Context: an optimization exercise on an open-source flow, tuned for small area. The choices shown serve that exercise and are no tape-out recipe. Where RTL was checked, it was by simulation tests only, not by an equivalence proof against the original. The RTL of runs 1 and 2 was laid out without a check of its function.

==> design/flow/design.v <==
module mul24x12 (a, b, c, p);
input  [23:0] a;
input  [11:0] b;
input  [23:0] c;
output [35:0] p;
wire [23:0] s [0:12];
wire [23:0] k [0:12];
assign s[0] = c;
assign k[0] = 24'd0;
genvar i, j;
generate
  for (i = 0; i < 12; i = i + 1) begin : row
    for (j = 0; j < 24; j = j + 1) begin : col
      wire x = a[j] & b[i];
      wire y = s[i][j];
      wire z = k[i][j];
      wire sum = x ^ y ^ z;
      if (j > 0) begin : sh
        assign s[i+1][j-1] = sum;
      end else begin : lo
        assign p[i] = sum;
      end
      assign k[i+1][j] = (x & y) | (x & z) | (y & z);
    end
    assign s[i+1][23] = 1'b0;
  end
endgenerate
wire [24:0] cc;
assign cc[0] = 1'b0;
generate
  for (j = 0; j < 24; j = j + 1) begin : fin
    assign p[12+j] = s[12][j] ^ k[12][j] ^ cc[j];
    assign cc[j+1] = (s[12][j] & k[12][j]) | (s[12][j] & cc[j]) | (k[12][j] & cc[j]);
  end
endgenerate
endmodule
module fp_mul_fin (x, y, p, z);
input  [31:0] x;
input  [31:0] y;
input  [35:0] p;
output [31:0] z;
wire zr = ~(|x) | ~(|y);
wire n  = p[35];
wire [7:0] e = x[30:23] + y[30:23] + 8'd129 + {7'd0, n};
wire [22:0] f = n ? p[34:12] : p[33:11];
assign z = zr ? 32'd0 : {x[31] ^ y[31], e, f};
endmodule
module fp_add (x, y, z);
input  [31:0] x;
input  [31:0] y;
output [31:0] z;
wire s1 = x[31];
wire s2 = y[31];
wire [7:0] e1 = x[30:23];
wire [7:0] e2 = y[30:23];
wire zz = ~(|x) | ~(|y);
wire [31:0] cmp_c;
assign cmp_c[0] = 1'b1;
genvar i;
generate
  for (i = 0; i < 31; i = i + 1) begin : cmp
    assign cmp_c[i+1] = (y[i] & ~x[i]) | (y[i] & cmp_c[i]) | (~x[i] & cmp_c[i]);
  end
endgenerate
wire swap = cmp_c[31];
wire [8:0] dc;
wire [7:0] d;
assign dc[0] = 1'b1;
generate
  for (i = 0; i < 8; i = i + 1) begin : dsub
    assign d[i] = e2[i] ^ ~e1[i] ^ dc[i];
    assign dc[i+1] = (e2[i] & ~e1[i]) | (e2[i] & dc[i]) | (~e1[i] & dc[i]);
  end
endgenerate
wire [7:0] dn = d ^ {8{~swap}};
wire [8:0] nc;
wire [7:0] ed;
assign nc[0] = ~swap;
generate
  for (i = 0; i < 8; i = i + 1) begin : dneg
    assign ed[i] = dn[i] ^ nc[i];
    assign nc[i+1] = dn[i] & nc[i];
  end
endgenerate
wire [23:0] lg  = swap ? {1'b1, y[22:0]} : {1'b1, x[22:0]};
wire [23:0] msm = swap ? {1'b1, x[22:0]} : {1'b1, y[22:0]};
wire [7:0]  le  = swap ? e2 : e1;
wire [23:0] sh0 = ed[0] ? {1'b0,  msm[23:1]}  : msm;
wire [23:0] sh1 = ed[1] ? {2'b0,  sh0[23:2]}  : sh0;
wire [23:0] sh2 = ed[2] ? {4'b0,  sh1[23:4]}  : sh1;
wire [23:0] sh3 = ed[3] ? {8'b0,  sh2[23:8]}  : sh2;
wire [23:0] sh4 = ed[4] ? {16'b0, sh3[23:16]} : sh3;
wire [23:0] sm  = (|ed[7:5]) ? 24'd0 : sh4;
wire same = ~(s1 ^ s2);
wire [23:0] t = sm ^ {24{~same}};
wire [24:0] ac;
wire [24:0] r;
assign ac[0] = ~same;
generate
  for (i = 0; i < 24; i = i + 1) begin : addsub
    assign r[i] = lg[i] ^ t[i] ^ ac[i];
    assign ac[i+1] = (lg[i] & t[i]) | (lg[i] & ac[i]) | (t[i] & ac[i]);
  end
endgenerate
assign r[24] = ac[24] ^ ~same;
wire rz = ~(|r);
wire l4 = ~(|r[24:9]);
wire [24:0] n4 = l4 ? {r[8:0], 16'd0} : r;
wire l3 = ~(|n4[24:17]);
wire [24:0] n3 = l3 ? {n4[16:0], 8'd0} : n4;
wire l2 = ~(|n3[24:21]);
wire [24:0] n2 = l2 ? {n3[20:0], 4'd0} : n3;
wire l1 = ~(|n2[24:23]);
wire [24:0] n1 = l1 ? {n2[22:0], 2'd0} : n2;
wire l0 = ~n1[24];
wire [24:0] n0 = l0 ? {n1[23:0], 1'b0} : n1;
wire [4:0] lz = {l4, l3, l2, l1, l0};
wire [7:0] eo = le + 8'd1 - {3'b000, lz};
assign z[31]    = ~rz & (swap ? s2 : s1);
assign z[30:23] = zz ? le : (rz ? 8'd0 : eo);
assign z[22:0]  = zz ? lg[22:0] : n0[23:1];
endmodule
module fft_core (clk, rst_n
                , ena_fft_core
                , ena_arrange
                , w11
                , started
                , started2
                , phase
                , data_rd_01, data_rd_02, data_rd_03
                , data_rd_04, data_rd_05, data_rd_06
                , data_w_real, data_w_image
                , q1_real, q1_image
                , q3_real, q3_image
                , load_out
                );
input clk;
input rst_n;
input ena_fft_core;
input ena_arrange;
input w11;
input started;    
input started2;   
input [3:0] phase;
input [31:0] data_rd_01, data_rd_02, data_rd_03, data_rd_04, data_rd_05, data_rd_06;
input [31:0] data_w_real, data_w_image;
output [31:0] q1_real, q1_image, q3_real, q3_image;
output load_out;
wire ph0 = (phase == 4'd0);
wire ph1 = (phase == 4'd1);
wire ph2 = (phase == 4'd2);
wire ph3 = (phase == 4'd3);
wire ph4 = (phase == 4'd4);
wire ph6 = (phase == 4'd6);
wire ph8 = (phase == 4'd8);
wire ph9 = (phase == 4'd9);
assign load_out = started2 & ph1;
reg [23:0] l;
reg [31:0] t1, t2;
reg [31:0] q1r, q1i, q2r, q2i, q3r, q3i;
wire x_im = phase[0] ? (phase == 4'd7 || phase == 4'd1) : (phase == 4'd8 || phase == 4'd2);
wire y_im = (phase >= 4'd7 && phase <= 4'd9) || ph0;
wire hi   = ~phase[0];
wire [31:0] mx = x_im ? data_w_image : data_w_real;
wire [31:0] my = y_im ? data_rd_05 : data_rd_02;
wire [35:0] mp;
mul24x12 mul (.a({1'b1, mx[22:0]}), .b(hi ? {1'b1, my[22:12]} : my[11:0]),
              .c(hi ? l : 24'd0), .p(mp));
wire [31:0] mf;
fp_mul_fin mfin (.x(mx), .y(my), .p(mp), .z(mf));
wire [31:0] a1 = ph2 ? data_rd_01 : ph4 ? data_rd_04 : t2;
wire [31:0] a2s = (ph3 | ph4) ? q1i : t1;
wire [31:0] a2 = {a2s[31] ^ ph9, a2s[30:0]};
wire [31:0] as;
fp_add add (.x(a1), .y(a2), .z(as));
always @(posedge clk) begin
  l <= mp[35:12];
  if (ph6 | ph0) t2 <= mf;
  if (ph8) t1 <= mf;
  else if (ph9) t1 <= as;
  if (ena_arrange) begin
    q1r <= w11 ? data_rd_03 : 32'd0;
    q1i <= w11 ? data_rd_06 : 32'd0;
  end else if (!started) begin
    q1r <= 32'd0;
    q1i <= 32'd0;
  end else begin
    if (ph2) q1r <= as;
    if (ph2) q1i <= mf;
    else if (ph3 | ph4) q1i <= as;
  end
  if (ph1) begin
    q2r <= q1r;
    q2i <= q1i;
    q3r <= q2r;
    q3i <= q2i;
  end
end
assign q1_real  = q1r;
assign q1_image = q1i;
assign q3_real  = q3r;
assign q3_image = q3i;
endmodule
module top_fft(clk
               ,rst_n
               ,ena_fft
               ,ena_mag
               ,data_rd_int_01
               ,data_rd_int_02
               ,data_rd_int_03
               ,data_rd_int_04
               ,data_rd_int_05
               ,data_rd_int_06
               ,data_w_real
               ,data_w_image
               ,wr_ena_int_01        
               ,wr_ena_int_02
               ,wr_ena_int_03
               ,wr_ena_int_04
               ,wr_ena_int_05
               ,wr_ena_int_06
               ,addr_mem_int_01
               ,addr_mem_int_02
               ,addr_mem_int_03
               ,addr_mem_int_04
               ,addr_mem_int_05
               ,addr_mem_int_06
               ,addr_input
               ,addr_w
               ,data_wr_int_01
               ,data_wr_int_02
               ,data_wr_int_03
               ,data_wr_int_04
               ,data_wr_int_05
               ,data_wr_int_06
               ,data_input
               ,stage_number
               ,max_point_fft
               ,max_point_fft_core
               );
parameter ADDR_WIDTH = 12;
parameter DATA_WIDTH = 32;
input clk;
input rst_n;
input ena_fft;
input [3:0]stage_number;
input [ADDR_WIDTH-1:0]max_point_fft;
input [15:0]max_point_fft_core;
wire [3:0]stage_number;
wire [ADDR_WIDTH-1:0]max_point_fft;
wire [15:0]max_point_fft_core;
output ena_mag;
input[DATA_WIDTH-1:0] data_rd_int_01;
input[DATA_WIDTH-1:0] data_rd_int_02;
input[DATA_WIDTH-1:0] data_rd_int_03;
input[DATA_WIDTH-1:0] data_rd_int_04;
input[DATA_WIDTH-1:0] data_rd_int_05;
input[DATA_WIDTH-1:0] data_rd_int_06;
input[DATA_WIDTH-1:0] data_w_real;
input[DATA_WIDTH-1:0] data_w_image;
output wr_ena_int_01;
output wr_ena_int_02;
output wr_ena_int_03;
output wr_ena_int_04;
output wr_ena_int_05;
output wr_ena_int_06;
output[ADDR_WIDTH-1:0] addr_mem_int_01;
output[ADDR_WIDTH-1:0] addr_mem_int_02;
output[ADDR_WIDTH-1:0] addr_mem_int_03;
output[ADDR_WIDTH-1:0] addr_mem_int_04;
output[ADDR_WIDTH-1:0] addr_mem_int_05;
output[ADDR_WIDTH-1:0] addr_mem_int_06;
output[ADDR_WIDTH-1:0] addr_input;
output[ADDR_WIDTH-1:0] addr_w;
output[DATA_WIDTH-1:0] data_wr_int_01;
output[DATA_WIDTH-1:0] data_wr_int_02;
output[DATA_WIDTH-1:0] data_wr_int_03;
output[DATA_WIDTH-1:0] data_wr_int_04;
output[DATA_WIDTH-1:0] data_wr_int_05;
output[DATA_WIDTH-1:0] data_wr_int_06;
input [DATA_WIDTH-1:0] data_input;
wire ena_mag;
localparam RESET    = 3'd0;
localparam INITIAL  = 3'd1;
localparam PREPARE  = 3'd2;
localparam FFT_CORE = 3'd3;
localparam FFT_WAIT = 3'd4;
localparam ARRANGE  = 3'd5;
reg  [2:0] state;
reg  [2:0] next_state;
reg        ena_state;     
reg        flag_end;
reg  [3:0] stage_level;
reg  [10:0] c;            
reg        arr_hit1, arr_hit2;
reg        mag_pending;
reg        ena_mag_r;
reg        wr01, wr03;
reg  [3:0] phase;         
reg  [3:0] pc;            
reg        w9;            
reg  [9:0] xw;            
reg        xw_v;
reg  [9:0] rc;            
reg  [11:0] a01, a02;
reg  [10:0] a03;
wire prep   = (state == PREPARE);
wire core   = (state == FFT_CORE);
wire wait_s = (state == FFT_WAIT);
wire arr    = (state == ARRANGE);
always @(*) begin
  case (state)
    RESET:    next_state = INITIAL;
    INITIAL:  next_state = ena_fft ? PREPARE : INITIAL;
    PREPARE:  next_state = ena_state ? FFT_CORE : PREPARE;
    ARRANGE:  next_state = flag_end ? INITIAL : (ena_state ? FFT_CORE : ARRANGE);
    FFT_CORE: next_state = ena_state ? FFT_WAIT : FFT_CORE;
    FFT_WAIT: next_state = ena_state ? ARRANGE : FFT_WAIT;
    default:  next_state = RESET;
  endcase
end
wire ph0 = (phase == 4'd0);
wire ph1 = (phase == 4'd1);
wire ph2 = (phase == 4'd2);
wire ph3 = (phase == 4'd3);
wire ena_mul = core & ph0 & wr03;           
wire [10:0] c_inc = c + 11'd1;
wire c_eqN  = ({1'b0, c} == max_point_fft);
wire c_eq0  = (c == 11'd0);
wire c_eq1  = (c == 11'd1);
wire wait0  = wait_s & c_eq0;               
wire wait1  = wait_s & c_eq1;               
wire [3:0] sn = stage_number;
wire [3:0] sh = sn - stage_level - 4'd1;    
reg  [9:0] sh_1h, sl_1h, sn_mask, sn_top;
integer i;
always @(*) begin
  for (i = 0; i < 10; i = i + 1) begin
    sh_1h[i]   = (sh == i) || (i == 9 && sh > 4'd9);
    sl_1h[i]   = (stage_level == i);
    sn_mask[i] = (i < sn) || (sn == 4'd0) || (sn > 4'd10);
    sn_top[i]  = (i == sn - 1) || (i == 9 && (sn == 4'd0 || sn > 4'd10));
  end
end
always @(posedge clk or negedge rst_n) begin
  if (!rst_n) begin
    state <= RESET;
    ena_state <= 1'b0;
    c <= 0;
    arr_hit1 <= 1'b0;
    arr_hit2 <= 1'b0;
    flag_end <= 1'b0;
    stage_level <= 0;
    mag_pending <= 1'b0;
    ena_mag_r <= 1'b0;
    wr01 <= 1'b0;
    wr03 <= 1'b0;
    phase <= 0;
    pc <= 0;
  end
  else begin
    state <= next_state;
    if (ena_state | (arr & flag_end) | ~(prep | core | wait_s | arr))
      c <= 0;
    else if (core) begin
      if (ph2) c <= c_eqN ? 11'd0 : c_inc;
    end
    else
      c <= c_inc;
    ena_state <= (prep & c_eqN) | (wait_s & (c == 11'd7)) | (arr & arr_hit2)
               | (ena_mul & ({1'b0, a03_inc} == max_point_fft));
    arr_hit1 <= arr & c_eqN;
    arr_hit2 <= arr & arr_hit1;
    if (wait0) flag_end <= (stage_level == sn - 4'd1);
    if (wait1) stage_level <= flag_end ? 4'd0 : stage_level + 4'd1;
    if (wait0 & (stage_level == sn - 4'd1) & ~flag_end) mag_pending <= 1'b1;
    else if (ena_mag_r) mag_pending <= 1'b0;
    ena_mag_r <= mag_pending & (state == INITIAL) & wr01;
    wr01 <= prep | arr;
    wr03 <= core | wait_s;
    phase <= (core & (phase != 4'd9)) ? phase + 4'd1 : 4'd0;
    pc <= core ? (pc | ({pc[2:0], 1'b1} & {4{ena_mul}})) : 4'd0;
  end
end
assign ena_mag = ena_mag_r;
assign wr_ena_int_01 = wr01;
assign wr_ena_int_02 = wr01;
assign wr_ena_int_04 = wr01;
assign wr_ena_int_05 = wr01;
assign wr_ena_int_03 = wr03;
assign wr_ena_int_06 = wr03;
wire [9:0] xw_step = sh_1h;
wire [9:0] xw_next;
wire [10:0] xw_c;
assign xw_c[0] = 1'b0;
genvar g;
generate
  for (g = 0; g < 10; g = g + 1) begin : xwadd
    assign xw_next[g] = (xw[g] ^ xw_step[g] ^ xw_c[g]) & sn_mask[g];
    assign xw_c[g+1] = (xw[g] & xw_step[g]) | (xw[g] & xw_c[g]) | (xw_step[g] & xw_c[g]);
  end
endgenerate
wire xw_ld = (core & ph3) | wait1;
wire xw_keep = core | wait0 | wait1;
always @(posedge clk) begin
  if (!xw_keep) begin
    xw <= 0;
    xw_v <= 1'b0;
  end
  else if (xw_ld) begin
    xw <= xw_v ? xw_next : 10'd0;
    xw_v <= 1'b1;
  end
end
assign addr_w = xw_v ? {2'b00, xw} + 12'd1 : 12'd0;
always @(posedge clk or negedge rst_n) begin
  if (!rst_n) w9 <= 1'b0;
  else if (ph2) w9 <= xw_v ? ~(|(xw_next & sn_top)) : 1'b1;
end
wire [9:0] rc_next;
wire [10:0] rc_c;
assign rc_c[10] = 1'b0;
generate
  for (g = 9; g >= 0; g = g - 1) begin : rcinc
    wire cin = sn_top[g] | rc_c[g+1];
    assign rc_next[g] = (rc[g] ^ cin) & sn_mask[g];
    assign rc_c[g] = cin & rc[g];
  end
endgenerate
always @(posedge clk) begin
  if (prep & ~c_eq0 & ~c_eq1) rc <= rc_next;
  else rc <= 0;
end
wire [11:0] jf = {2'b00, sl_1h};
wire [11:0] c_pj = {1'b0, c} + jf;
wire [11:0] c_mj = {1'b0, c} - jf;
wire [11:0] inc_in = prep ? {2'b00, rc} : a01;
wire [11:0] inc_out = inc_in + 12'd1;
wire [10:0] a03_inc = a03 + 11'd1;
reg  [11:0] a01_n, a02_n;
always @(*) begin
  if (prep) begin
    a01_n = wr01 ? inc_out : 12'd0;
    a02_n = a01_n;
  end else if (arr) begin
    a01_n = (|c[10:2]) ? inc_out : 12'd0;
    a02_n = a01_n;
  end else if (core) begin
    a01_n = ~wr03 ? 12'd0 : (w9 ? {1'b0, c} : c_mj);
    a02_n = ~wr03 ? 12'd0 : (w9 ? c_pj : {1'b0, c});
  end else begin
    a01_n = 12'd0;
    a02_n = 12'd0;
  end
end
always @(posedge clk or negedge rst_n) begin
  if (!rst_n) begin
    a01 <= 0;
    a02 <= 0;
    a03 <= 0;
  end
  else begin
    a01 <= a01_n;
    a02 <= a02_n;
    if (core)
      a03 <= ~wr03 ? 11'd0 : (ph1 & pc[3]) ? a03_inc : a03;
    else if (arr)
      a03 <= (~wr01 | arr_hit1) ? 11'd0 : a03_inc;
    else if (~wait_s)
      a03 <= 0;
  end
end
assign addr_mem_int_01 = a01;
assign addr_mem_int_04 = a01;
assign addr_mem_int_02 = a02;
assign addr_mem_int_05 = a02;
assign addr_mem_int_03 = {1'b0, a03};
assign addr_mem_int_06 = {1'b0, a03};
assign addr_input = (prep & ~ena_state) ? {1'b0, c} : {11'd0, core & ~wr03 & (stage_level == 4'd0)};
wire [DATA_WIDTH-1:0] q1_real, q1_image, q3_real, q3_image;
wire load_out;
reg  [DATA_WIDTH-1:0] out_real, out_image;
wire w11 = arr & (|c[10:1]);
fft_core fft_core_01(.clk(clk), .rst_n(rst_n)
           , .ena_fft_core(core)
           , .ena_arrange(arr)
           , .w11(w11)
           , .started(pc[0])
           , .started2(pc[1])
           , .phase(phase)
           , .data_rd_01(data_rd_int_01), .data_rd_02(data_rd_int_02), .data_rd_03(data_rd_int_03)
           , .data_rd_04(data_rd_int_04), .data_rd_05(data_rd_int_05), .data_rd_06(data_rd_int_06)
           , .data_w_real(data_w_real), .data_w_image(data_w_image)
           , .q1_real(q1_real), .q1_image(q1_image)
           , .q3_real(q3_real), .q3_image(q3_image)
           , .load_out(load_out)
           );
always@(posedge clk) begin
  if (prep) begin
    out_real  <= data_input;
    out_image <= 0;
  end
  else if (core | wait_s) begin
    if (!wr03) begin
      out_real  <= 0;
      out_image <= 0;
    end
    else if (load_out) begin
      out_real  <= q3_real;
      out_image <= q3_image;
    end
  end
  else begin
    out_real  <= q1_real;
    out_image <= q1_image;
  end
end
assign data_wr_int_01 = out_real;
assign data_wr_int_02 = out_real;
assign data_wr_int_03 = out_real;
assign data_wr_int_04 = out_image;
assign data_wr_int_05 = out_image;
assign data_wr_int_06 = out_image;
endmodule
==> design/flow/run.sh <==
#!/bin/bash
# synth_recipe.tcl (not shown) runs the flow's synth.tcl, then flattens the netlist and writes it again
# the make line also repeats each setting of config.mk as NAME=value (left out here)
make -C /OpenROAD-flow-scripts/flow DESIGN_CONFIG=/design/flow/config.mk WORK_HOME=/design/flow/orfs CLKGATE_MAP_FILE= SYNTH_SCRIPT=/design/flow/synth_recipe.tcl finish
==> design/flow/config.mk <==
export PLATFORM = sky130hd
export DESIGN_NAME = top_fft
export DESIGN_NICKNAME = top_fft
export VERILOG_FILES = /design/flow/design.v
export SDC_FILE = /design/flow/constraint.sdc
export NUM_CORES = 4
export LEC_CHECK = 0
export CAP_MARGIN = 20
export CORE_MARGIN = 2
export CORE_UTILIZATION = 30
export CTS_BUF_LIST = sky130_fd_sc_hd__clkbuf_4
export PLACE_DENSITY = 0.4
export SLEW_MARGIN = 20
==> design/flow/constraint.sdc <==
create_clock -name core_clock -period 30.0 [get_ports {clk}]
set_input_delay 6.0000 -clock core_clock [delete_from_list [all_inputs] [get_ports {clk}]]
set_output_delay 6.0000 -clock core_clock [all_outputs]
set_load 0.01 [all_outputs]
==> impl_metrics.env, run 1 <==
export IMPL_outcome="complete, no violations"
export IMPL_placementRows=131
export IMPL_via_per_inst=5.19
export IMPL_place_congestion=0.892
export IMPL_crit_reg2reg_launch="phase[0]"
export IMPL_min_delay_path_depth=0
export IMPL_cts_tree="done"
export IMPL_fin_crit_sh=0.854
export IMPL_drv_cap=0
export IMPL_end_kind="flop"
export IMPL_relSlewSlack=0.144
export IMPL_final_setup_tns_ps=0
export IMPL_route_detailed_drc=0
export IMPL_setup_violations_final=0
export IMPL_clock_path_buffers=3
export IMPL_fillers=13200
export IMPL_max_freq_mhz=39.0
export IMPL_grt_first_pass_wirelength_mm=230
export IMPL_cts_buffers_inserted=138
export IMPL_dp_final_hpwl_mm=122
export IMPL_skew_ps=75.0
export IMPL_post_cts_buffers=0
export IMPL_synth_top_area_share=0.224
export IMPL_min_period_ps=25630
export IMPL_port_buffers=597
export IMPL_postRouteAntennaNets=0
export IMPL_grt_max_degree=86
export IMPL_slew_viol_final=0
export IMPL_ys_types=105
export IMPL_final_hold_viol_count=0
export IMPL_ys_ff_latch=435
export IMPL_syn_inst=4150
export IMPL_detail_route_wl_per_cell_um=24.8
export IMPL_synth_area_top_cells="edfxtp_1 22%, fa_1 16%, nor2_1 5.2%, dfrtp_1 4.5%, ha_1 4.2%"
export IMPL_nets=5334
export IMPL_io_pins=618
export IMPL_clock_sinks=435
export IMPL_r2r_cells=75
export IMPL_grt_use_met3=0.0370
export IMPL_ys_warnings_count=3
export IMPL_core_area_mm2=0.128
export IMPL_cpMostUsedCell="fa_1"
export IMPL_fp_dieArea_mm2=0.132
export IMPL_first_global_vias=33000
export IMPL_synth_edf_count=288
export IMPL_r2r_setup_slack_ps=7390
export IMPL_min_delay_start="fft_core_01.q2i[26]"
export IMPL_crit_fanout=34
export IMPL_synthesis_area_mm2=0.0386
export IMPL_synth_top_area_cell="edfxtp_1"
export IMPL_drtIter0Drc=2629
export IMPL_root_buffer="clkbuf_4"
export IMPL_grt_use_met2=0.371
export IMPL_r2r_end="fft_core_01.q1i[30]"
export IMPL_initial_core_util=0.302
export IMPL_area_delta_synth_final_pct=22.1
export IMPL_critPathSlowestCell="clkinv_1"
export IMPL_grt_util_met1=0.338
export IMPL_synth_most_common_cell="nor2_1"
export IMPL_cp_arrival_ps=26360
export IMPL_synth_avg_cell_area_um2=9.30
export IMPL_crit_required_ps=30730
export IMPL_ys_async_sr_fraction=0.161
export IMPL_cts_max_level=4
export IMPL_critPathMaxStageDelay_ps=650
export IMPL_vias=32900
export IMPL_worstMarginPinSlew_ps=1280
export IMPL_wl_mm=157
export IMPL_synth_seq_area_share=0.309
export IMPL_rsz0062_at_grt="no"
export IMPL_crit_path_start_kind="input pin"
export IMPL_synth_main_ff_cell="edfxtp_1"
export IMPL_path_clk_slew_ps=70
export IMPL_layout_drive_gt1_share=0.107
export IMPL_antenna_found_initial=16
export IMPL_busiest_layer="met2"
export IMPL_cts_resized=0
export IMPL_hold_class="reg2reg"
export IMPL_die_h_um=363
export IMPL_ctsHoldBuffers=0
export IMPL_grt_overflow=0
export IMPL_yosys_top_cells_count="533 x nor2_1, 379 x nand2_1, 306 x fa_1, 288 x edfxtp_1, 286 x inv_1"
export IMPL_dieWidth_um=363
export IMPL_holdPathEnd="fft_core_01.q3i[26]"
export IMPL_crit_type="in2reg"
export IMPL_grt_use_total=0.237
export IMPL_dr_pass1_iters=8
export IMPL_insertion_delay_ps=1020
-- cells by family (layout without fill, tap and decap cells) --
group / count (synthesis) / in the layout / share of synthesized area
and+or+nand+nor: 1362 / 1362 / 0.157
DFF: 435 / 435 / 0.309
AOI/OAI and AO/OA: 832 / 832 / 0.143
xor gates and xnor gates: 120 / 120 / 0.0274
other: 1 / 12 / 0.0000971
buffers and inverters: 713 / 1238 / 0.0901
adders and majority gates: 443 / 443 / 0.203
muxes: 244 / 244 / 0.0700
-- state kept, by name, indices dropped and copies added, names as in the netlist, 3 cells and up --
name	flops
rc	10
c	11
stage_level	4
a01	12
out_image	32
fft_core_01.q3r	32
out_real	32
xw	10
pc	4
fft_core_01.q1i	32
fft_core_01.q2i	32
a02	12
fft_core_01.q2r	32
fft_core_01.t2	32
state	3
fft_core_01.l	24
fft_core_01.t1	32
a03	11
fft_core_01.q1r	32
fft_core_01.q3i	32
phase	4
-- worst max-delay path by stage --
stage	start	slack, ps	end
floorplan	data_rd_int_05[12]	5930	fft_core_01.q1i[29]
global placement	data_rd_int_01[24]	3610	fft_core_01.q1i[30]
detailed placement	data_rd_int_01[24]	3640	fft_core_01.q1i[30]
CTS	data_rd_int_01[24]	4700	fft_core_01.q1i[30]
global route	data_rd_int_01[24]	3680	fft_core_01.q1i[30]
finish	data_rd_int_01[24]	4370	fft_core_01.q1i[30]
-- cells in the final DEF, fill, tap and decap left out, drive strengths merged, types with 39 or more instances in the layout --
| master | n |
|---|---|
| a31oi | 58 |
| buf | 104 |
| clkbuf | 215 |
| a21oi | 178 |
| nor2b | 44 |
| nand2b | 39 |
| nand3 | 161 |
| clkdlybuf4s50 | 596 |
| dfxtp | 77 |
| edfxtp | 288 |
| xnor2 | 87 |
| o21ai | 248 |
| fa | 306 |
| dfrtp | 70 |
| nand2 | 379 |
| nor2 | 533 |
| and3 | 42 |
| mux2i | 170 |
| inv | 298 |
| a21o | 39 |
| mux2 | 65 |
| ha | 130 |
-- layout make-up --
cell class	instances	area, um^2	share of cell area
multi-input cells	3005	23400	0.496
flip-flops and latches	435	11900	0.253
repair buffers	701	6790	0.144
well taps	1662	2080	0.0441
clock buffers	214	1610	0.0341
inverters	294	1110	0.0235
clock inverters	29	196	0.00417
diodes	8	20.0	0.000425
-- worst max-delay path: cells and delay by family --
| kind | cells | cell delay [ps] |
|---|---|---|
| AO/OA/AOI/OAI | 19 | 4900 |
| XOR/XNOR | 2 | 230 |
| adder cells (fa/ha/maj) | 27 | 8880 |
| buffers and inverters | 9 | 3050 |
| multiplexers | 5 | 1440 |
| AND/OR/NAND/NOR | 9 | 1750 |
-- metrics by stage --
stage          hold WS, ps  setup slack [ps]  cells  utilization  cell area (um^2)
2_1_floorplan          400              5930   4153            -             38600
3_3_place_gp           401              3610   6093        0.354             45300
3_5_place_dp           405              3640   6094        0.354             45300
4_1_cts                365              4700   6337        0.369             47100
5_1_grt                389              3680   6347        0.369             47100
6_report               375              4370   6348        0.369             47100
-- metal layers --
metal / share of wire / up-vias
met5: 0.000083 / -
met4: 0.022 / 2
met3: 0.063 / 181
met2: 0.45 / 1211
met1: 0.47 / 16300
li1: - / 15200
==> run 2: changes to the inputs <==
==> design/flow/flow/run.sh (new file) <==
#!/bin/bash
set -euo pipefail
bash standard.sh "BUFFER_PORTS_ARGS=-buffer_cell sky130_fd_sc_hd__buf_1" finish > layout.log 2>&1
==> design/flow/standard.sh (new file) <==
#!/bin/bash
# synth_recipe.tcl (not shown) runs the flow's synth.tcl, then flattens the netlist and writes it again
# the make line also repeats each setting of config.mk as NAME=value (left out here)
make -C /OpenROAD-flow-scripts/flow DESIGN_CONFIG=/design/flow/config.mk WORK_HOME=/design/flow/orfs CLKGATE_MAP_FILE= SYNTH_SCRIPT=/design/flow/synth_recipe.tcl "${@:-finish}"
removed: design/flow/run.sh
==> run 2 against run 1 <==
Still clean. Critical path depth decreased by 2. Flip-flop and latch count unchanged. Sequential share of layout area increased by 2.2 points. Final cell count decreased by 0.22%. Global-route usage decreased by 0.69 points. Clock skew increased by 78 ps. Worst hold slack improved by 8.5 ps. Utilization decreased by 3.0 points. Area after synthesis unchanged.
==> impl_metrics.env, run 2 <==
export IMPL_root_buffer="clkbuf_4"
export IMPL_rsz0062_at_grt="no"
export IMPL_path_buf_inv=6
export IMPL_outcome="complete, no violations"
export IMPL_insertion_delay_ps=1060
export IMPL_crit_type="in2reg"
export IMPL_crit_required_ps=30720
export IMPL_die_h_um=363
export IMPL_area_delta_synth_final_pct=12.3
export IMPL_fin_crit_sh=0.835
export IMPL_syn_inst=4150
export IMPL_clock_sinks=435
export IMPL_nets=5324
export IMPL_slew_viol_final=0
export IMPL_dr_pass1_iters=9
export IMPL_cts_resized=0
export IMPL_final_hold_viol_count=0
export IMPL_cp_arrival_ps=25780
export IMPL_io_pins=618
export IMPL_synth_edf_count=288
export IMPL_cts_max_level=4
export IMPL_yosys_top_cells_count="533 x nor2_1, 379 x nand2_1, 306 x fa_1, 288 x edfxtp_1, 286 x inv_1"
export IMPL_drv_cap=0
export IMPL_detail_route_wl_per_cell_um=24.1
export IMPL_cpMostUsedCell="fa_1"
export IMPL_ys_types=105
export IMPL_first_global_vias=32400
export IMPL_final_cell_area_mm2=0.0434
export IMPL_synth_seq_area_share=0.309
export IMPL_ctsHoldBuffers=0
export IMPL_worstMarginPinSlew_ps=1170
export IMPL_grt_first_pass_wirelength_mm=223
export IMPL_via_per_inst=5.18
export IMPL_setup_violations_final=0
export IMPL_synth_main_ff_cell="edfxtp_1"
export IMPL_crit_fanout=30
export IMPL_antenna_found_initial=21
export IMPL_ys_async_sr_fraction=0.161
export IMPL_cts_tree="done"
export IMPL_min_delay_path_depth=0
export IMPL_drtIter0Drc=2970
export IMPL_wl_mm=153
export IMPL_port_buffers=597
export IMPL_final_cell_mix="596 x buf_1, 531 x nor2_1, 379 x nand2_1"
export IMPL_postRouteAntennaNets=0
export IMPL_r2r_setup_slack_ps=7700
export IMPL_layout_drive_gt1_share=0.105
export IMPL_synth_avg_cell_area_um2=9.30
export IMPL_hold_class="reg2reg"
export IMPL_synthesis_area_mm2=0.0386
export IMPL_final_setup_tns_ps=0
export IMPL_end_kind="flop"
export IMPL_synth_most_common_cell="nor2_1"
export IMPL_cts_buffers_inserted=133
export IMPL_crit_path_start_kind="input pin"
export IMPL_place_area_mm2=0.0415
export IMPL_grt_max_degree=79
export IMPL_vias=32800
export IMPL_critPathSlowestCell="xnor2_1"
export IMPL_grt_overflow=0
export IMPL_path_clk_slew_ps=70
export IMPL_relSlewSlack=0.211
export IMPL_dieWidth_um=363
export IMPL_critPathMaxStageDelay_ps=740
export IMPL_ys_ff_latch=435
export IMPL_synth_top_area_share=0.224
export IMPL_fp_dieArea_mm2=0.132
export IMPL_core_area_mm2=0.128
export IMPL_layout_commonest_cell="buf_1"
export IMPL_placementRows=131
export IMPL_synth_area_top_cells="edfxtp_1 22%, fa_1 16%, nor2_1 5.2%, dfrtp_1 4.5%, ha_1 4.2%"
export IMPL_clock_path_buffers=3
export IMPL_min_delay_start="fft_core_01.q2i[30]"
export IMPL_crit_reg2reg_launch="phase[0]"
export IMPL_ys_warnings_count=3
export IMPL_max_freq_mhz=39.9
export IMPL_dp_final_hpwl_mm=119
export IMPL_r2r_end="fft_core_01.q1i[30]"
export IMPL_synth_top_area_cell="edfxtp_1"
export IMPL_grt_use_total=0.230
export IMPL_post_cts_buffers=0
export IMPL_place_congestion=0.904
export IMPL_route_detailed_drc=0
export IMPL_r2r_cells=78
export IMPL_skew_ps=153
export IMPL_holdPathEnd="fft_core_01.q3i[30]"
export IMPL_initial_core_util=0.302
export IMPL_min_period_ps=25060
export IMPL_cpLargestDelayFamily="adder cells"
## run 2: changes by cell type in the layout (fill, tap and decap cells not counted), sizes merged
cell / delta
inv: +5
clkdlybuf4s50: -596
diode: -3
bufinv: +1
clkbuf: -10
clkinv: -1
buf: +591
clkinvlp: -1
## run 2: worst max-delay path by stage
stage	start	endpoint	slack, ps	cells after the start
2_1_floorplan	data_rd_int_05[12]	fft_core_01.q1i[29]	5930	58
3_3_place_gp	data_rd_int_01[24]	fft_core_01.q1i[30]	4130	71
3_5_place_dp	data_rd_int_01[24]	fft_core_01.q1i[30]	4060	69
4_1_cts	data_rd_int_01[24]	fft_core_01.q1i[30]	5180	69
5_1_grt	data_rd_int_01[24]	fft_core_01.q1i[30]	4040	74
6_report	data_rd_int_01[24]	fft_core_01.q1i[30]	4940	69
## run 2: logic make-up after synthesis
group	count (synthesis)	share of synthesized area
buf+inv	713	0.0901
mux	244	0.0700
simple gates	1362	0.157
flops	435	0.309
other cells	1	0.0000971
fa+ha+maj	443	0.203
compound gates	832	0.143
xor+xnor	120	0.0274
## run 2: metal layers
| layer | track usage | up-vias | wire length [um] |
|---|---|---|---|
| met5 | 0 | - | 65 |
| met4 | 0.0548 | 10 | 2850 |
| met3 | 0.0476 | 171 | 10900 |
| met2 | 0.359 | 1219 | 68400 |
| met1 | 0.325 | 16300 | 70700 |
| li1 | - | 15200 | - |
## run 2: layout make-up
class                   count  area (um^2)
diodes                      5         12.5
fillers                 13500        84300
well taps                1662         2080
multi-input cells        3005        23400
inverters                 294         1110
flip-flops and latches    435        11900
repair buffers            696         3020
clock inverters            33          251
clock buffers             204         1530
## run 2: metrics by stage
stage | setup slack, ps | utilization | instances | hold slack (ps)
4_1_cts | 5180 | 0.339 | 6327 | 357
5_1_grt | 4040 | 0.340 | 6330 | 372
3_3_place_gp | 4130 | 0.325 | 6089 | 400
3_5_place_dp | 4060 | 0.325 | 6090 | 405
2_1_floorplan | 5930 | - | 4153 | 400
6_report | 4940 | 0.340 | 6334 | 384
==> run 3: changes to the inputs <==
--- a/design/flow/design.v
+++ b/design/flow/design.v
@@ -3,36 +3,106 @@
 input  [11:0] b;
 input  [23:0] c;
 output [35:0] p;
-wire [23:0] s [0:12];
-wire [23:0] k [0:12];
-assign s[0] = c;
-assign k[0] = 24'd0;
-genvar i, j;
-generate
-  for (i = 0; i < 12; i = i + 1) begin : row
-    for (j = 0; j < 24; j = j + 1) begin : col
-      wire x = a[j] & b[i];
-      wire y = s[i][j];
-      wire z = k[i][j];
-      wire sum = x ^ y ^ z;
-      if (j > 0) begin : sh
-        assign s[i+1][j-1] = sum;
-      end else begin : lo
-        assign p[i] = sum;
-      end
-      assign k[i+1][j] = (x & y) | (x & z) | (y & z);
-    end
-    assign s[i+1][23] = 1'b0;
-  end
-endgenerate
-wire [24:0] cc;
-assign cc[0] = 1'b0;
-generate
-  for (j = 0; j < 24; j = j + 1) begin : fin
-    assign p[12+j] = s[12][j] ^ k[12][j] ^ cc[j];
-    assign cc[j+1] = (s[12][j] & k[12][j]) | (s[12][j] & cc[j]) | (k[12][j] & cc[j]);
-  end
-endgenerate
+wire [23:0] s0  = c;
+wire [23:0] k0  = 24'd0;
+wire [23:0] x0  = a & {24{b[0]}};
+wire [23:0] u0  = s0 ^ k0 ^ x0;
+wire [23:0] k1  = (s0 & k0) | (s0 & x0) | (k0 & x0);
+wire [23:0] s1  = {1'b0, u0[23:1]};
+wire [23:0] x1  = a & {24{b[1]}};
+wire [23:0] u1  = s1 ^ k1 ^ x1;
+wire [23:0] k2  = (s1 & k1) | (s1 & x1) | (k1 & x1);
+wire [23:0] s2  = {1'b0, u1[23:1]};
+wire [23:0] x2  = a & {24{b[2]}};
+wire [23:0] u2  = s2 ^ k2 ^ x2;
+wire [23:0] k3  = (s2 & k2) | (s2 & x2) | (k2 & x2);
+wire [23:0] s3  = {1'b0, u2[23:1]};
+wire [23:0] x3  = a & {24{b[3]}};
+wire [23:0] u3  = s3 ^ k3 ^ x3;
+wire [23:0] k4  = (s3 & k3) | (s3 & x3) | (k3 & x3);
+wire [23:0] s4  = {1'b0, u3[23:1]};
+wire [23:0] x4  = a & {24{b[4]}};
+wire [23:0] u4  = s4 ^ k4 ^ x4;
+wire [23:0] k5  = (s4 & k4) | (s4 & x4) | (k4 & x4);
+wire [23:0] s5  = {1'b0, u4[23:1]};
+wire [23:0] x5  = a & {24{b[5]}};
+wire [23:0] u5  = s5 ^ k5 ^ x5;
+wire [23:0] k6  = (s5 & k5) | (s5 & x5) | (k5 & x5);
+wire [23:0] s6  = {1'b0, u5[23:1]};
+wire [23:0] x6  = a & {24{b[6]}};
+wire [23:0] u6  = s6 ^ k6 ^ x6;
+wire [23:0] k7  = (s6 & k6) | (s6 & x6) | (k6 & x6);
+wire [23:0] s7  = {1'b0, u6[23:1]};
+wire [23:0] x7  = a & {24{b[7]}};
+wire [23:0] u7  = s7 ^ k7 ^ x7;
+wire [23:0] k8  = (s7 & k7) | (s7 & x7) | (k7 & x7);
+wire [23:0] s8  = {1'b0, u7[23:1]};
+wire [23:0] x8  = a & {24{b[8]}};
+wire [23:0] u8  = s8 ^ k8 ^ x8;
+wire [23:0] k9  = (s8 & k8) | (s8 & x8) | (k8 & x8);
+wire [23:0] s9  = {1'b0, u8[23:1]};
+wire [23:0] x9  = a & {24{b[9]}};
+wire [23:0] u9  = s9 ^ k9 ^ x9;
+wire [23:0] k10 = (s9 & k9) | (s9 & x9) | (k9 & x9);
+wire [23:0] s10 = {1'b0, u9[23:1]};
+wire [23:0] x10 = a & {24{b[10]}};
+wire [23:0] u10 = s10 ^ k10 ^ x10;
+wire [23:0] k11 = (s10 & k10) | (s10 & x10) | (k10 & x10);
+wire [23:0] s11 = {1'b0, u10[23:1]};
+wire [23:0] x11 = a & {24{b[11]}};
+wire [23:0] u11 = s11 ^ k11 ^ x11;
+wire [23:0] k12 = (s11 & k11) | (s11 & x11) | (k11 & x11);
+wire [23:0] s12 = {1'b0, u11[23:1]};
+assign p[11:0] = {u11[0], u10[0], u9[0], u8[0], u7[0], u6[0], u5[0], u4[0], u3[0], u2[0], u1[0], u0[0]};
+wire fa_c0 = 1'b0;
+assign p[12+0] = s12[0] ^ k12[0] ^ fa_c0;
+wire fa_c1 = (s12[0] & k12[0]) | ((s12[0] | k12[0]) & fa_c0);
+assign p[12+1] = s12[1] ^ k12[1] ^ fa_c1;
+wire fa_c2 = (s12[1] & k12[1]) | ((s12[1] | k12[1]) & fa_c1);
+assign p[12+2] = s12[2] ^ k12[2] ^ fa_c2;
+wire fa_c3 = (s12[2] & k12[2]) | ((s12[2] | k12[2]) & fa_c2);
+assign p[12+3] = s12[3] ^ k12[3] ^ fa_c3;
+wire fa_c4 = (s12[3] & k12[3]) | ((s12[3] | k12[3]) & fa_c3);
+assign p[12+4] = s12[4] ^ k12[4] ^ fa_c4;
+wire fa_c5 = (s12[4] & k12[4]) | ((s12[4] | k12[4]) & fa_c4);
+assign p[12+5] = s12[5] ^ k12[5] ^ fa_c5;
+wire fa_c6 = (s12[5] & k12[5]) | ((s12[5] | k12[5]) & fa_c5);
+assign p[12+6] = s12[6] ^ k12[6] ^ fa_c6;
+wire fa_c7 = (s12[6] & k12[6]) | ((s12[6] | k12[6]) & fa_c6);
+assign p[12+7] = s12[7] ^ k12[7] ^ fa_c7;
+wire fa_c8 = (s12[7] & k12[7]) | ((s12[7] | k12[7]) & fa_c7);
+assign p[12+8] = s12[8] ^ k12[8] ^ fa_c8;
+wire fa_c9 = (s12[8] & k12[8]) | ((s12[8] | k12[8]) & fa_c8);
+assign p[12+9] = s12[9] ^ k12[9] ^ fa_c9;
+wire fa_c10 = (s12[9] & k12[9]) | ((s12[9] | k12[9]) & fa_c9);
+assign p[12+10] = s12[10] ^ k12[10] ^ fa_c10;
+wire fa_c11 = (s12[10] & k12[10]) | ((s12[10] | k12[10]) & fa_c10);
+assign p[12+11] = s12[11] ^ k12[11] ^ fa_c11;
+wire fa_c12 = (s12[11] & k12[11]) | ((s12[11] | k12[11]) & fa_c11);
+assign p[12+12] = s12[12] ^ k12[12] ^ fa_c12;
+wire fa_c13 = (s12[12] & k12[12]) | ((s12[12] | k12[12]) & fa_c12);
+assign p[12+13] = s12[13] ^ k12[13] ^ fa_c13;
+wire fa_c14 = (s12[13] & k12[13]) | ((s12[13] | k12[13]) & fa_c13);
+assign p[12+14] = s12[14] ^ k12[14] ^ fa_c14;
+wire fa_c15 = (s12[14] & k12[14]) | ((s12[14] | k12[14]) & fa_c14);
+assign p[12+15] = s12[15] ^ k12[15] ^ fa_c15;
+wire fa_c16 = (s12[15] & k12[15]) | ((s12[15] | k12[15]) & fa_c15);
+assign p[12+16] = s12[16] ^ k12[16] ^ fa_c16;
+wire fa_c17 = (s12[16] & k12[16]) | ((s12[16] | k12[16]) & fa_c16);
+assign p[12+17] = s12[17] ^ k12[17] ^ fa_c17;
+wire fa_c18 = (s12[17] & k12[17]) | ((s12[17] | k12[17]) & fa_c17);
+assign p[12+18] = s12[18] ^ k12[18] ^ fa_c18;
+wire fa_c19 = (s12[18] & k12[18]) | ((s12[18] | k12[18]) & fa_c18);
+assign p[12+19] = s12[19] ^ k12[19] ^ fa_c19;
+wire fa_c20 = (s12[19] & k12[19]) | ((s12[19] | k12[19]) & fa_c19);
+assign p[12+20] = s12[20] ^ k12[20] ^ fa_c20;
+wire fa_c21 = (s12[20] & k12[20]) | ((s12[20] | k12[20]) & fa_c20);
+assign p[12+21] = s12[21] ^ k12[21] ^ fa_c21;
+wire fa_c22 = (s12[21] & k12[21]) | ((s12[21] | k12[21]) & fa_c21);
+assign p[12+22] = s12[22] ^ k12[22] ^ fa_c22;
+wire fa_c23 = (s12[22] & k12[22]) | ((s12[22] | k12[22]) & fa_c22);
+assign p[12+23] = s12[23] ^ k12[23] ^ fa_c23;
+wire fa_c24 = (s12[23] & k12[23]) | ((s12[23] | k12[23]) & fa_c23);
 endmodule
 module fp_mul_fin (x, y, p, z);
 input  [31:0] x;
@@ -54,34 +124,40 @@
 wire [7:0] e1 = x[30:23];
 wire [7:0] e2 = y[30:23];
 wire zz = ~(|x) | ~(|y);
-wire [31:0] cmp_c;
-assign cmp_c[0] = 1'b1;
-genvar i;
-generate
-  for (i = 0; i < 31; i = i + 1) begin : cmp
-    assign cmp_c[i+1] = (y[i] & ~x[i]) | (y[i] & cmp_c[i]) | (~x[i] & cmp_c[i]);
-  end
-endgenerate
-wire swap = cmp_c[31];
-wire [8:0] dc;
-wire [7:0] d;
-assign dc[0] = 1'b1;
-generate
-  for (i = 0; i < 8; i = i + 1) begin : dsub
-    assign d[i] = e2[i] ^ ~e1[i] ^ dc[i];
-    assign dc[i+1] = (e2[i] & ~e1[i]) | (e2[i] & dc[i]) | (~e1[i] & dc[i]);
-  end
-endgenerate
-wire [7:0] dn = d ^ {8{~swap}};
-wire [8:0] nc;
-wire [7:0] ed;
-assign nc[0] = ~swap;
-generate
-  for (i = 0; i < 8; i = i + 1) begin : dneg
-    assign ed[i] = dn[i] ^ nc[i];
-    assign nc[i+1] = dn[i] & nc[i];
-  end
-endgenerate
+wire cmp_c0 = 1'b1;
+wire cmp_c1 = (y[0] & ~x[0]) | ((y[0] | ~x[0]) & cmp_c0);
+wire cmp_c2 = (y[1] & ~x[1]) | ((y[1] | ~x[1]) & cmp_c1);
+wire cmp_c3 = (y[2] & ~x[2]) | ((y[2] | ~x[2]) & cmp_c2);
+wire cmp_c4 = (y[3] & ~x[3]) | ((y[3] | ~x[3]) & cmp_c3);
+wire cmp_c5 = (y[4] & ~x[4]) | ((y[4] | ~x[4]) & cmp_c4);
+wire cmp_c6 = (y[5] & ~x[5]) | ((y[5] | ~x[5]) & cmp_c5);
+wire cmp_c7 = (y[6] & ~x[6]) | ((y[6] | ~x[6]) & cmp_c6);
+wire cmp_c8 = (y[7] & ~x[7]) | ((y[7] | ~x[7]) & cmp_c7);
+wire cmp_c9 = (y[8] & ~x[8]) | ((y[8] | ~x[8]) & cmp_c8);
+wire cmp_c10 = (y[9] & ~x[9]) | ((y[9] | ~x[9]) & cmp_c9);
+wire cmp_c11 = (y[10] & ~x[10]) | ((y[10] | ~x[10]) & cmp_c10);
+wire cmp_c12 = (y[11] & ~x[11]) | ((y[11] | ~x[11]) & cmp_c11);
+wire cmp_c13 = (y[12] & ~x[12]) | ((y[12] | ~x[12]) & cmp_c12);
+wire cmp_c14 = (y[13] & ~x[13]) | ((y[13] | ~x[13]) & cmp_c13);
+wire cmp_c15 = (y[14] & ~x[14]) | ((y[14] | ~x[14]) & cmp_c14);
+wire cmp_c16 = (y[15] & ~x[15]) | ((y[15] | ~x[15]) & cmp_c15);
+wire cmp_c17 = (y[16] & ~x[16]) | ((y[16] | ~x[16]) & cmp_c16);
+wire cmp_c18 = (y[17] & ~x[17]) | ((y[17] | ~x[17]) & cmp_c17);
+wire cmp_c19 = (y[18] & ~x[18]) | ((y[18] | ~x[18]) & cmp_c18);
+wire cmp_c20 = (y[19] & ~x[19]) | ((y[19] | ~x[19]) & cmp_c19);
+wire cmp_c21 = (y[20] & ~x[20]) | ((y[20] | ~x[20]) & cmp_c20);
+wire cmp_c22 = (y[21] & ~x[21]) | ((y[21] | ~x[21]) & cmp_c21);
+wire cmp_c23 = (y[22] & ~x[22]) | ((y[22] | ~x[22]) & cmp_c22);
+wire cmp_c24 = (y[23] & ~x[23]) | ((y[23] | ~x[23]) & cmp_c23);
+wire cmp_c25 = (y[24] & ~x[24]) | ((y[24] | ~x[24]) & cmp_c24);
+wire cmp_c26 = (y[25] & ~x[25]) | ((y[25] | ~x[25]) & cmp_c25);
+wire cmp_c27 = (y[26] & ~x[26]) | ((y[26] | ~x[26]) & cmp_c26);
+wire cmp_c28 = (y[27] & ~x[27]) | ((y[27] | ~x[27]) & cmp_c27);
+wire cmp_c29 = (y[28] & ~x[28]) | ((y[28] | ~x[28]) & cmp_c28);
+wire cmp_c30 = (y[29] & ~x[29]) | ((y[29] | ~x[29]) & cmp_c29);
+wire cmp_c31 = (y[30] & ~x[30]) | ((y[30] | ~x[30]) & cmp_c30);
+wire swap = cmp_c31;
+wire [7:0] ed = swap ? e2 - e1 : e1 - e2;
 wire [23:0] lg  = swap ? {1'b1, y[22:0]} : {1'b1, x[22:0]};
 wire [23:0] msm = swap ? {1'b1, x[22:0]} : {1'b1, y[22:0]};
 wire [7:0]  le  = swap ? e2 : e1;
@@ -93,16 +169,57 @@
 wire [23:0] sm  = (|ed[7:5]) ? 24'd0 : sh4;
 wire same = ~(s1 ^ s2);
 wire [23:0] t = sm ^ {24{~same}};
-wire [24:0] ac;
 wire [24:0] r;
-assign ac[0] = ~same;
-generate
-  for (i = 0; i < 24; i = i + 1) begin : addsub
-    assign r[i] = lg[i] ^ t[i] ^ ac[i];
-    assign ac[i+1] = (lg[i] & t[i]) | (lg[i] & ac[i]) | (t[i] & ac[i]);
-  end
-endgenerate
-assign r[24] = ac[24] ^ ~same;
+wire as_c0 = ~same;
+assign r[0] = lg[0] ^ t[0] ^ as_c0;
+wire as_c1 = (lg[0] & t[0]) | ((lg[0] | t[0]) & as_c0);
+assign r[1] = lg[1] ^ t[1] ^ as_c1;
+wire as_c2 = (lg[1] & t[1]) | ((lg[1] | t[1]) & as_c1);
+assign r[2] = lg[2] ^ t[2] ^ as_c2;
+wire as_c3 = (lg[2] & t[2]) | ((lg[2] | t[2]) & as_c2);
+assign r[3] = lg[3] ^ t[3] ^ as_c3;
+wire as_c4 = (lg[3] & t[3]) | ((lg[3] | t[3]) & as_c3);
+assign r[4] = lg[4] ^ t[4] ^ as_c4;
+wire as_c5 = (lg[4] & t[4]) | ((lg[4] | t[4]) & as_c4);
+assign r[5] = lg[5] ^ t[5] ^ as_c5;
+wire as_c6 = (lg[5] & t[5]) | ((lg[5] | t[5]) & as_c5);
+assign r[6] = lg[6] ^ t[6] ^ as_c6;
+wire as_c7 = (lg[6] & t[6]) | ((lg[6] | t[6]) & as_c6);
+assign r[7] = lg[7] ^ t[7] ^ as_c7;
+wire as_c8 = (lg[7] & t[7]) | ((lg[7] | t[7]) & as_c7);
+assign r[8] = lg[8] ^ t[8] ^ as_c8;
+wire as_c9 = (lg[8] & t[8]) | ((lg[8] | t[8]) & as_c8);
+assign r[9] = lg[9] ^ t[9] ^ as_c9;
+wire as_c10 = (lg[9] & t[9]) | ((lg[9] | t[9]) & as_c9);
+assign r[10] = lg[10] ^ t[10] ^ as_c10;
+wire as_c11 = (lg[10] & t[10]) | ((lg[10] | t[10]) & as_c10);
+assign r[11] = lg[11] ^ t[11] ^ as_c11;
+wire as_c12 = (lg[11] & t[11]) | ((lg[11] | t[11]) & as_c11);
+assign r[12] = lg[12] ^ t[12] ^ as_c12;
+wire as_c13 = (lg[12] & t[12]) | ((lg[12] | t[12]) & as_c12);
+assign r[13] = lg[13] ^ t[13] ^ as_c13;
+wire as_c14 = (lg[13] & t[13]) | ((lg[13] | t[13]) & as_c13);
+assign r[14] = lg[14] ^ t[14] ^ as_c14;
+wire as_c15 = (lg[14] & t[14]) | ((lg[14] | t[14]) & as_c14);
+assign r[15] = lg[15] ^ t[15] ^ as_c15;
+wire as_c16 = (lg[15] & t[15]) | ((lg[15] | t[15]) & as_c15);
+assign r[16] = lg[16] ^ t[16] ^ as_c16;
+wire as_c17 = (lg[16] & t[16]) | ((lg[16] | t[16]) & as_c16);
+assign r[17] = lg[17] ^ t[17] ^ as_c17;
+wire as_c18 = (lg[17] & t[17]) | ((lg[17] | t[17]) & as_c17);
+assign r[18] = lg[18] ^ t[18] ^ as_c18;
+wire as_c19 = (lg[18] & t[18]) | ((lg[18] | t[18]) & as_c18);
+assign r[19] = lg[19] ^ t[19] ^ as_c19;
+wire as_c20 = (lg[19] & t[19]) | ((lg[19] | t[19]) & as_c19);
+assign r[20] = lg[20] ^ t[20] ^ as_c20;
+wire as_c21 = (lg[20] & t[20]) | ((lg[20] | t[20]) & as_c20);
+assign r[21] = lg[21] ^ t[21] ^ as_c21;
+wire as_c22 = (lg[21] & t[21]) | ((lg[21] | t[21]) & as_c21);
+assign r[22] = lg[22] ^ t[22] ^ as_c22;
+wire as_c23 = (lg[22] & t[22]) | ((lg[22] | t[22]) & as_c22);
+assign r[23] = lg[23] ^ t[23] ^ as_c23;
+wire as_c24 = (lg[23] & t[23]) | ((lg[23] | t[23]) & as_c23);
+assign r[24] = as_c24 ^ ~same;
 wire rz = ~(|r);
 wire l4 = ~(|r[24:9]);
 wire [24:0] n4 = l4 ? {r[8:0], 16'd0} : r;
@@ -391,15 +508,27 @@
 assign wr_ena_int_06 = wr03;
 wire [9:0] xw_step = sh_1h;
 wire [9:0] xw_next;
-wire [10:0] xw_c;
-assign xw_c[0] = 1'b0;
-genvar g;
-generate
-  for (g = 0; g < 10; g = g + 1) begin : xwadd
-    assign xw_next[g] = (xw[g] ^ xw_step[g] ^ xw_c[g]) & sn_mask[g];
-    assign xw_c[g+1] = (xw[g] & xw_step[g]) | (xw[g] & xw_c[g]) | (xw_step[g] & xw_c[g]);
-  end
-endgenerate
+wire xa_c0 = 1'b0;
+assign xw_next[0] = (xw[0] ^ xw_step[0] ^ xa_c0) & sn_mask[0];
+wire xa_c1 = (xw[0] & xw_step[0]) | ((xw[0] | xw_step[0]) & xa_c0);
+assign xw_next[1] = (xw[1] ^ xw_step[1] ^ xa_c1) & sn_mask[1];
+wire xa_c2 = (xw[1] & xw_step[1]) | ((xw[1] | xw_step[1]) & xa_c1);
+assign xw_next[2] = (xw[2] ^ xw_step[2] ^ xa_c2) & sn_mask[2];
+wire xa_c3 = (xw[2] & xw_step[2]) | ((xw[2] | xw_step[2]) & xa_c2);
+assign xw_next[3] = (xw[3] ^ xw_step[3] ^ xa_c3) & sn_mask[3];
+wire xa_c4 = (xw[3] & xw_step[3]) | ((xw[3] | xw_step[3]) & xa_c3);
+assign xw_next[4] = (xw[4] ^ xw_step[4] ^ xa_c4) & sn_mask[4];
+wire xa_c5 = (xw[4] & xw_step[4]) | ((xw[4] | xw_step[4]) & xa_c4);
+assign xw_next[5] = (xw[5] ^ xw_step[5] ^ xa_c5) & sn_mask[5];
+wire xa_c6 = (xw[5] & xw_step[5]) | ((xw[5] | xw_step[5]) & xa_c5);
+assign xw_next[6] = (xw[6] ^ xw_step[6] ^ xa_c6) & sn_mask[6];
+wire xa_c7 = (xw[6] & xw_step[6]) | ((xw[6] | xw_step[6]) & xa_c6);
+assign xw_next[7] = (xw[7] ^ xw_step[7] ^ xa_c7) & sn_mask[7];
+wire xa_c8 = (xw[7] & xw_step[7]) | ((xw[7] | xw_step[7]) & xa_c7);
+assign xw_next[8] = (xw[8] ^ xw_step[8] ^ xa_c8) & sn_mask[8];
+wire xa_c9 = (xw[8] & xw_step[8]) | ((xw[8] | xw_step[8]) & xa_c8);
+assign xw_next[9] = (xw[9] ^ xw_step[9] ^ xa_c9) & sn_mask[9];
+wire xa_c10 = (xw[9] & xw_step[9]) | ((xw[9] | xw_step[9]) & xa_c9);
 wire xw_ld = (core & ph3) | wait1;
 wire xw_keep = core | wait0 | wait1;
 always @(posedge clk) begin
@@ -418,15 +547,27 @@
   else if (ph2) w9 <= xw_v ? ~(|(xw_next & sn_top)) : 1'b1;
 end
 wire [9:0] rc_next;
-wire [10:0] rc_c;
-assign rc_c[10] = 1'b0;
-generate
-  for (g = 9; g >= 0; g = g - 1) begin : rcinc
-    wire cin = sn_top[g] | rc_c[g+1];
-    assign rc_next[g] = (rc[g] ^ cin) & sn_mask[g];
-    assign rc_c[g] = cin & rc[g];
-  end
-endgenerate
+wire rc_k10 = 1'b0;
+wire rc_k9 = sn_top[9];
+assign rc_next[9] = (rc[9] ^ rc_k9) & sn_mask[9];
+wire rc_k8 = sn_top[8] | rc_k9 & rc[9];
+assign rc_next[8] = (rc[8] ^ rc_k8) & sn_mask[8];
+wire rc_k7 = sn_top[7] | rc_k8 & rc[8];
+assign rc_next[7] = (rc[7] ^ rc_k7) & sn_mask[7];
+wire rc_k6 = sn_top[6] | rc_k7 & rc[7];
+assign rc_next[6] = (rc[6] ^ rc_k6) & sn_mask[6];
+wire rc_k5 = sn_top[5] | rc_k6 & rc[6];
+assign rc_next[5] = (rc[5] ^ rc_k5) & sn_mask[5];
+wire rc_k4 = sn_top[4] | rc_k5 & rc[5];
+assign rc_next[4] = (rc[4] ^ rc_k4) & sn_mask[4];
+wire rc_k3 = sn_top[3] | rc_k4 & rc[4];
+assign rc_next[3] = (rc[3] ^ rc_k3) & sn_mask[3];
+wire rc_k2 = sn_top[2] | rc_k3 & rc[3];
+assign rc_next[2] = (rc[2] ^ rc_k2) & sn_mask[2];
+wire rc_k1 = sn_top[1] | rc_k2 & rc[2];
+assign rc_next[1] = (rc[1] ^ rc_k1) & sn_mask[1];
+wire rc_k0 = sn_top[0] | rc_k1 & rc[1];
+assign rc_next[0] = (rc[0] ^ rc_k0) & sn_mask[0];
 always @(posedge clk) begin
   if (prep & ~c_eq0 & ~c_eq1) rc <= rc_next;
   else rc <= 0;
--- a/design/flow/config.mk
+++ b/design/flow/config.mk
@@ -5,6 +5,7 @@
 export SDC_FILE = /design/flow/constraint.sdc
 export NUM_CORES = 4
 export LEC_CHECK = 0
+export ABC_AREA = 1
 export CAP_MARGIN = 20
 export CORE_MARGIN = 2
 export CORE_UTILIZATION = 30
==> run 3 against run 2 <==
Still clean on timing, DRC and antenna. Via count down 0.24%. Maximum frequency about the same. Count of clock-buffer cells in the layout down 4. Clock skew is 54 ps lower. Critical path depth shrank 3. Global-route usage is 1.5 points lower. Flip-flop and latch count unchanged. First-iteration DRC count fell by 22%. Final cell count up 7.2%. Critical endpoint unchanged.
==> impl_metrics.env, run 3 <==
export IMPL_critPathSlowestCell="o21a_2"
export IMPL_cts_resized=0
export IMPL_ys_async_sr_fraction=0.161
export IMPL_route_detailed_drc=0
export IMPL_fillers=13600
export IMPL_place_congestion=0.908
export IMPL_synth_avg_cell_area_um2=8.12
export IMPL_ctsHoldBuffers=0
export IMPL_skew_ps=99.3
export IMPL_cpMostUsedCell="fa_1"
export IMPL_synthesis_area_mm2=0.0375
export IMPL_nets=5806
export IMPL_crit_fanout=24
export IMPL_crit_required_ps=30710
export IMPL_cts_buffers_inserted=132
export IMPL_hold_class="reg2reg"
export IMPL_instances_no_fill=6789
export IMPL_post_cts_buffers=0
export IMPL_grt_overflow=0
export IMPL_syn_inst=4618
export IMPL_min_period_ps=25040
export IMPL_path_clk_slew_ps=60
export IMPL_detail_route_wl_per_cell_um=20.5
export IMPL_synth_most_common_cell="nand2_1"
export IMPL_root_buffer="clkbuf_4"
export IMPL_antenna_found_initial=17
export IMPL_rsz0062_at_grt="no"
export IMPL_synth_top_area_cell="edfxtp_1"
export IMPL_layout_drive_gt1_share=0.0863
export IMPL_dieWidth_um=358
export IMPL_grt_use_total=0.215
export IMPL_grt_max_degree=97
export IMPL_final_hold_viol_count=0
export IMPL_max_freq_mhz=39.9
export IMPL_via_per_inst=4.82
export IMPL_synth_edf_count=288
export IMPL_synth_top_area_share=0.231
export IMPL_relSlewSlack=0.226
export IMPL_synth_main_ff_cell="edfxtp_1"
export IMPL_port_buffers=597
export IMPL_clock_sinks=435
export IMPL_initial_core_util=0.303
export IMPL_postRouteAntennaNets=0
export IMPL_placementRows=129
export IMPL_drv_cap=0
export IMPL_dr_pass1_iters=6
export IMPL_slew_viol_final=0
export IMPL_area_delta_synth_final_pct=12.2
export IMPL_cts_tree="done"
export IMPL_yosys_top_cells_count="1210 x nand2_1, 568 x inv_1, 302 x fa_1, 288 x edfxtp_1, 282 x nor2_1"
export IMPL_outcome="complete, no violations"
export IMPL_first_global_vias=32000
export IMPL_layout_commonest_cell="nand2_1"
export IMPL_path_buf_inv=8
export IMPL_setup_violations_final=0
export IMPL_holdWs_ps=368
export IMPL_insertion_delay_ps=1030
export IMPL_io_pins=618
export IMPL_clock_path_buffers=3
export IMPL_drtIter0Drc=2319
export IMPL_synth_seq_area_share=0.319
export IMPL_dp_final_hpwl_mm=112
export IMPL_crit_type="in2reg"
export IMPL_core_area_mm2=0.124
export IMPL_cp_arrival_ps=25750
export IMPL_ys_types=67
export IMPL_ys_ff_latch=435
export IMPL_worstMarginPinSlew_ps=1160
export IMPL_crit_path_start_kind="input pin"
export IMPL_cpLargestDelayFamily="adder cells"
export IMPL_vias=32800
export IMPL_synth_area_top_cells="edfxtp_1 23%, fa_1 16%, nand2_1 12%, inv_1 5.7%, dfrtp_1 4.7%"
export IMPL_cts_max_level=4
export IMPL_critPathMaxStageDelay_ps=610
export IMPL_fin_crit_sh=0.835
export IMPL_dpl_cell_count=6550
export IMPL_wl_mm=139
export IMPL_end_kind="flop"
export IMPL_ys_warnings_count=2
export IMPL_final_setup_tns_ps=0
export IMPL_fp_dieArea_mm2=0.128
export IMPL_grt_first_pass_wirelength_mm=204
export IMPL_die_h_um=358
export IMPL_final_cell_mix="1209 x nand2_1, 596 x buf_1, 566 x inv_1"
-- run 3: cell count changes after synthesis, moves of 55 or more --
cell | before | now
or2_2 | 10 | 65
a21oi_1 | 173 | 111
nand3_1 | 161 | 231
inv_1 | 286 | 568
nor2_1 | 533 | 282
mux2_2 | 62 | 5
nand2_1 | 379 | 1210
xnor2_1 | 87 | 14
mux2i_1 | 161 | 41
-- run 3: kinds of logic (layout without fill, tap and decap cells) --
| kind of cell | after synthesis | in the layout | synth area share |
|---|---|---|---|
| buf+inv | 971 | 1496 | 0.117 |
| other cells | 1 | 10 | 0.000100 |
| simple gates | 1951 | 1951 | 0.219 |
| compound gates | 696 | 696 | 0.107 |
| xor+xnor | 80 | 80 | 0.0187 |
| flops | 435 | 435 | 0.319 |
| fa+ha+maj | 438 | 438 | 0.206 |
| mux | 46 | 46 | 0.0124 |
-- run 3: worst paths after layout --
path	startpoint	endpoint	slack [ps]	cells past startpoint
min in group asynchronous	rst_n	a01[5]	5160	2
max in group asynchronous	rst_n	a03[2]	24290	2
setup / recovery	data_rd_int_02[12]	fft_core_01.q1i[30]	4960	66
setup reg to reg	phase[2]	fft_core_01.q1i[30]	7430	71
hold reg to reg	fft_core_01.q2r[19]	fft_core_01.q3r[19]	370	0
hold / removal	fft_core_01.q2r[19]	fft_core_01.q3r[19]	370	0
-- run 3: stage by stage --
stage / setup slack (ps) / instance area (um^2) / utilization
2_1_floorplan: 4920 / 37500 / -
3_3_place_gp: 3610 / 40300 / 0.326
3_5_place_dp: 3530 / 40300 / 0.326
4_1_cts: 4620 / 42100 / 0.340
5_1_grt: 3770 / 42100 / 0.340
6_report: 4960 / 42100 / 0.340
-- run 3: final cells by class --
| class | instances | area, um^2 | share of cell area |
|---|---|---|---|
| Tap cell | 1637 | 2050 | 0.0487 |
| Sequential cell | 435 | 11900 | 0.284 |
| Inverter | 590 | 2220 | 0.0529 |
| Timing Repair Buffer | 674 | 2830 | 0.0673 |
| Clock inverter | 32 | 229 | 0.00544 |
| Antenna cell | 6 | 15.0 | 0.000357 |
| Multi-Input combinational cell | 3215 | 21300 | 0.506 |
| Clock buffer | 200 | 1500 | 0.0357 |
-- run 3: layer usage --
metal	global-route usage	part of all wire	vias up	wire, um
met3	0.0334	0.054	166	7550
li1	-	-	15700	-
met5	0	0.00029	-	41
met2	0.348	0.46	1033	63500
met1	0.299	0.47	15800	65200
met4	0.0577	0.022	6	3120

-- what the ideal ports hide --
In the flow no input, the clock included, has a driving cell. The finished layouts below were timed again as built, in two steps. Step 1 (the two cells are an assumption about what drives the block):
set clk [get_ports {clk}]
set_driving_cell -lib_cell sky130_fd_sc_hd__clkbuf_16 $clk
set_driving_cell -lib_cell sky130_fd_sc_hd__buf_2 [delete_from_list [all_inputs] $clk]
Step 2 times the ports against the registers' clock, not the clock port: input delays grow and output delays shrink by t, the midpoint of the rising clock arrivals with the driver on. Three values: no drivers, after step 1, after step 2; two values: the first two.
| run | t (ns) | setup slack, ns | worst setup path at the end |
|---|---|---|---|
| run 1 | 1.052 | 4.373 / 4.422 / 3.369 | input to register |
| run 2 | 1.051 | 4.941 / 4.988 / 3.937 | input to register |
| run 3 | 1.049 | 4.959 / 4.997 / 3.948 | input to register |
After both steps every run listed still meets setup and hold. The setup slack of run 3, which loses most, moves by +0.038 ns with the drivers and by -1.011 ns with both steps.
